This is an optimization exercise on Yosys and OpenROAD, whose aim is small area, not a production implementation.
In this exercise RTL edits were held to simulation tests only and were not proved equivalent to the original.
No driver is modelled on the clock port, so clocking that relies on it looks cheaper here than on a real chip.
No activity file was given, so power comes from the tool's default toggle rates.

Design Greedy_snake, start of the top module:
module Greedy_snake
(
	input Clk,
	input Rst_n,
	input Left,
	input Right,
	input Up,
	input Down,
	output VSYNC_Sig_out,
	output HSYNC_Sig_out,
	output [4:0] VGA_red_o,
	output [5:0] VGA_green_o,
	output [4:0] VGA_blue_o,
	output vga_blank,
	output vga_sync,
	output [7:0] Smg_duan,
	output [3:0] Smg_we
);
Size: roughly 980 cells after synthesis, ~190 flip-flops, about 38 I/O pins.
==> flow/config.mk <==
export PLATFORM = sky130hd
export DESIGN_NAME = Greedy_snake
export DESIGN_NICKNAME = Greedy_snake
export VERILOG_FILES = /design/flow/design.v
export SDC_FILE = /design/flow/constraint.sdc
export NUM_CORES = 4
export LEC_CHECK = 0
export CAP_MARGIN = 0
export CORE_MARGIN = 2
export CORE_UTILIZATION = 80
export PLACE_DENSITY = 0.9
export SLEW_MARGIN = 0
==> flow/constraint.sdc <==
create_clock -name core_clock -period 10.0 [get_ports {Clk}]
set_input_delay 2.0000 -clock core_clock [delete_from_list [all_inputs] [get_ports {Clk}]]
set_output_delay 2.0000 -clock core_clock [all_outputs]
set_load 0.01 [all_outputs]
standard.sh (not shown) runs the stock make flow with config.mk's settings and CLKGATE_MAP_FILE= SYNTH_SCRIPT=/design/flow/synth_recipe.tcl, a recipe that flattens the netlist after the stock synthesis.
==> flow/flow/run.sh <==
#!/bin/bash
# Layout flow: the standard ORFS flow (standard.sh) with three changes:
#  - synthesis: the standard synthesis script, but the combinational logic
#    is mapped with an area-oriented ABC script (abc_mine.script, no delay
#    target) and without the full-adder extraction; the registers are the
#    standard synthesis's (same passes up to flip-flop mapping);
#  - clock tree: small sink clusters of clkbuf_4 and no dummy loads; if the
#    clock tree tool finds no clustering solution with those limits, the
#    clock tree is built again with clusters of clkbuf_8 (which keep the
#    flip-flop clock slew low without clustering too);
#  - port buffers: minimum-size buffers.
# The make output goes to flow_make.log; each ORFS step keeps its own log
# under orfs/logs/.
set -euo pipefail
W=$PWD
export MY_ABC_SCRIPT=$W/flow/abc_mine.script
COMMON=(
  "SYNTH_SCRIPT=$W/flow/synth_recipe_area.tcl"
  "ADDER_MAP_FILE="
  "BUFFER_PORTS_ARGS=-buffer_cell sky130_fd_sc_hd__buf_1"
)
CTS="CTS_ARGS=-sink_clustering_enable -repair_clock_nets -dont_use_dummy_load -sink_clustering_size 10 -sink_clustering_max_diameter 50 -buf_list {sky130_fd_sc_hd__clkbuf_4}"
CTS_BIG="CTS_ARGS=-sink_clustering_enable -repair_clock_nets -dont_use_dummy_load -sink_clustering_size 14 -sink_clustering_max_diameter 70 -buf_list {sky130_fd_sc_hd__clkbuf_8}"
bash standard.sh "${COMMON[@]}" "$CTS" cts > flow_make.log 2>&1
CTS_LOG=$(ls "$W"/orfs/logs/*/Greedy_snake/base/4_1_cts.log)
if ! grep -q "A clustering solution was found" "$CTS_LOG"; then
  echo "no clustering solution with clkbuf_4; building the clock tree with clkbuf_8" >> flow_make.log
  cp "$CTS_LOG" "$W/cts_clkbuf4_attempt.log"
  bash standard.sh "${COMMON[@]}" "$CTS" clean_cts >> flow_make.log 2>&1
  CTS="$CTS_BIG"
  bash standard.sh "${COMMON[@]}" "$CTS" cts >> flow_make.log 2>&1
fi
bash standard.sh "${COMMON[@]}" "$CTS" finish >> flow_make.log 2>&1
Other scripts of this flow, unchanged in this note and not shown: flow/flow/abc_mine.script, flow/flow/synth_recipe_area.tcl
Change:
--- a/flow/design.v
+++ b/flow/design.v
@@ -112,28 +112,16 @@
 	             ((dr == 2'b01) && (hy == 5'd28)) |
 	             ((dr == 2'b10) && (hx == 6'd1)) |
 	             ((dr == 2'b11) && (hx == 6'd38));
 	wire bodyc = (hidx != 4'd0) & (hidx <= lcp);
 	wire rstep = step & st_end;                       
 	wire mstep = step & ~st_end & ~wallc & ~bodyc;    
-	reg [5:0] hx_n;
-	reg [4:0] hy_n;
-	always @(*) begin
-		hx_n = hx;
-		hy_n = hy;
-		if (rstep) begin
-			hx_n = 6'd10;
-			hy_n = 5'd5;
-		end else if (mstep)
-			case (dr)
-				2'b00: hy_n = hy - 5'd1;
-				2'b01: hy_n = hy + 5'd1;
-				2'b10: hx_n = hx - 6'd1;
-				2'b11: hx_n = hx + 6'd1;
-			endcase
-	end
+	wire [5:0] hdx = (mstep & dr[1]) ? (dr[0] ? 6'h01 : 6'h3f) : 6'h00;
+	wire [4:0] hdy = (mstep & ~dr[1]) ? (dr[0] ? 5'h01 : 5'h1f) : 5'h00;
+	wire [5:0] hx_n = rstep ? 6'd10 : hx + hdx;
+	wire [4:0] hy_n = rstep ? 5'd5 : hy + hdy;
 	always @(posedge Clk or negedge Rst_n)
 		if (!Rst_n) begin
 			hx <= 6'd10;
 			hy <= 5'd5;
 		end else begin
 			hx <= hx_n;
@@ -156,14 +144,14 @@
 				mv[i] <= mv[i-1];
 	always @(posedge Clk or negedge Rst_n)
 		if (!Rst_n)
 			vcp <= 4'd2;
 		else if (rstep)
 			vcp <= 4'd2;
-		else if (mstep && vcp != 4'd15)
-			vcp <= vcp + 4'd1;
+		else
+			vcp <= vcp + {3'd0, mstep & (vcp != 4'd15)};
 	always @(posedge Clk or negedge Rst_n)
 		if (!Rst_n)
 			hit <= 1'b0;
 		else if (step) begin
 			if (st_end)
 				hit <= 1'b0;
@@ -176,14 +164,13 @@
 			eat_s <= 1'b0;
 		end else if (st_end) begin
 			lcp <= 4'd2;
 			eat_s <= 1'b0;
 		end else begin
 			eat_s <= add;
-			if (~eat_s & add & (lcp != 4'd15))
-				lcp <= lcp + 4'd1;
+			lcp <= lcp + {3'd0, ~eat_s & add & (lcp != 4'd15)};
 		end
 	wire [3:0] t16 = {rnd[3] ^ rnd[0], rnd[2:0]};
 	wire [3:0] pxl = t16 - 4'd1;
 	reg [5:0] pxh;
 	wire [9:0] px = {pxh, pxl};
 	reg [9:0] py;
@@ -193,18 +180,14 @@
 	wire px_end = pxh40 & (t16 == 4'd0);
 	always @(posedge Clk or negedge Rst_n)
 		if (!Rst_n) begin
 			pxh <= 6'd40;
 			py <= 10'd990;
 		end else begin
-			if (t16 == 4'd0)
-				pxh <= pxh40 ? 6'd55 : pxh + 6'd1;
-			if (py488)
-				py <= 10'd991;
-			else if (px_end)
-				py <= py + 10'd1;
+			pxh <= (pxh40 & (t16 == 4'd0)) ? 6'd55 : pxh + {5'd0, t16 == 4'd0};
+			py <= py488 ? 10'd991 : py + {9'd0, px_end};
 		end
 	wire p_hs = ~(px[9] & px[8] & ~(px[7] & px[6] & (px[5] | px[4])));
 	wire p_vs = ~((py[9] & ((py[5:0] == 6'd31) | (py[5:0] == 6'd32))) | py488);    
 	wire inx = ~px[9] | (~px[8] & ~px[7]);
 	wire iny = ~py[9] & ~(py[8] & py[7] & py[6] & py[5]);
 	wire inr = inx & iny;
@@ -227,23 +210,19 @@
 	reg [3:0] midx;    
 	reg wclean;        
 	reg rb;            
 	wire nnone = (nidx == 4'd15);
 	wire [3:0] ninc = nidx + 4'd1;    
 	wire [3:0] nfin = nnone ? (cmpv ? 4'd15 : 4'd0) : nidx;
-	always @(posedge Clk)
-		if (j15) begin
-			wx <= hx_n;
-			wy <= hy_n;
-		end else if (!mstep)
-			case (mvj)
-				2'b00: wy <= wy + 5'd1;
-				2'b01: wy <= wy - 5'd1;
-				2'b10: wx <= wx + 6'd1;
-				2'b11: wx <= wx - 6'd1;
-			endcase
+	wire wgo = ~mstep;
+	wire [5:0] wdx = (wgo & mvj[1]) ? (mvj[0] ? 6'h3f : 6'h01) : 6'h00;
+	wire [4:0] wdy = (wgo & ~mvj[1]) ? (mvj[0] ? 5'h1f : 5'h01) : 5'h00;
+	always @(posedge Clk) begin
+		wx <= j15 ? hx_n : wx + wdx;
+		wy <= j15 ? hy_n : wy + wdy;
+	end
 	always @(posedge Clk)
 		if (j15)
 			nidx <= 4'd15;
 		else if (mstep)
 			nidx <= nnone ? 4'd15 : ninc;
 		else if (cmpv && nnone && (dmode || j != 4'd0))
@@ -284,14 +263,14 @@
 			sh <= 10'd800;
 			sv <= 10'd1023;
 		end else begin
 			sh <= sh_end ? 10'd0 : sh + 10'd1;
 			if (sv[9] & ~sv[4] & sv[3] & sv[2] & sv[0])    
 				sv <= 10'd0;
-			else if (sh_end)
-				sv <= sv + 10'd1;
+			else
+				sv <= sv + {9'd0, sh_end};
 		end
 	always @(posedge Clk)
 		if (!inr)
 			rgb <= 3'b000;
 		else if (applep)
 			rgb <= 3'b001;
After rerunning: Cell area is lower by 2.1%. Global-route usage is lower by 1.1 points. Clock skew is lower by 0.0046 ns. Routed wire length is lower by 3.3%. Maximum frequency is lower by 12%. Synthesized area is lower by 1.9%. Combinational power is lower by 23%. Sequential power is lower by about 0.9%. Via count is lower by 3.0%. Register-to-register slack got worse by 0.62 ns. Sequential share of layout area hardly moves. Total power is lower by 0.55%. Synthesized cell count is lower by 0.71%.

## re-timing with driven ports
The flow's constraints put no driver on any port. The routed layouts listed below were extracted and timed again, unchanged, in two steps. Step 1 assumes that a clkbuf_16 drives the clock port and a buf_2 every other input. Step 2 also shifts input and output timing later by t, the mid clock arrival at the registers, as if the neighbouring blocks saw the same clock. Slacks: ideal ports / drivers / drivers and shift; pairs: ideal ports / drivers.
| run | shift t [ns] | setup WS [ns] | hold slack, ns | worst setup path after step 2 | worst slew at a driven data input, ns |
|---|---|---|---|---|---|
| the first run | 0.506 | 5.556 / 5.556 / 5.556 | 0.376 / 0.376 / 0.376 | register to register | 0.04 |
| the second run | 0.496 | 4.932 / 4.932 / 4.932 | 0.372 / 0.372 / 0.372 | register to register | 0.03 |
After both steps setup and hold are still met in every run listed.
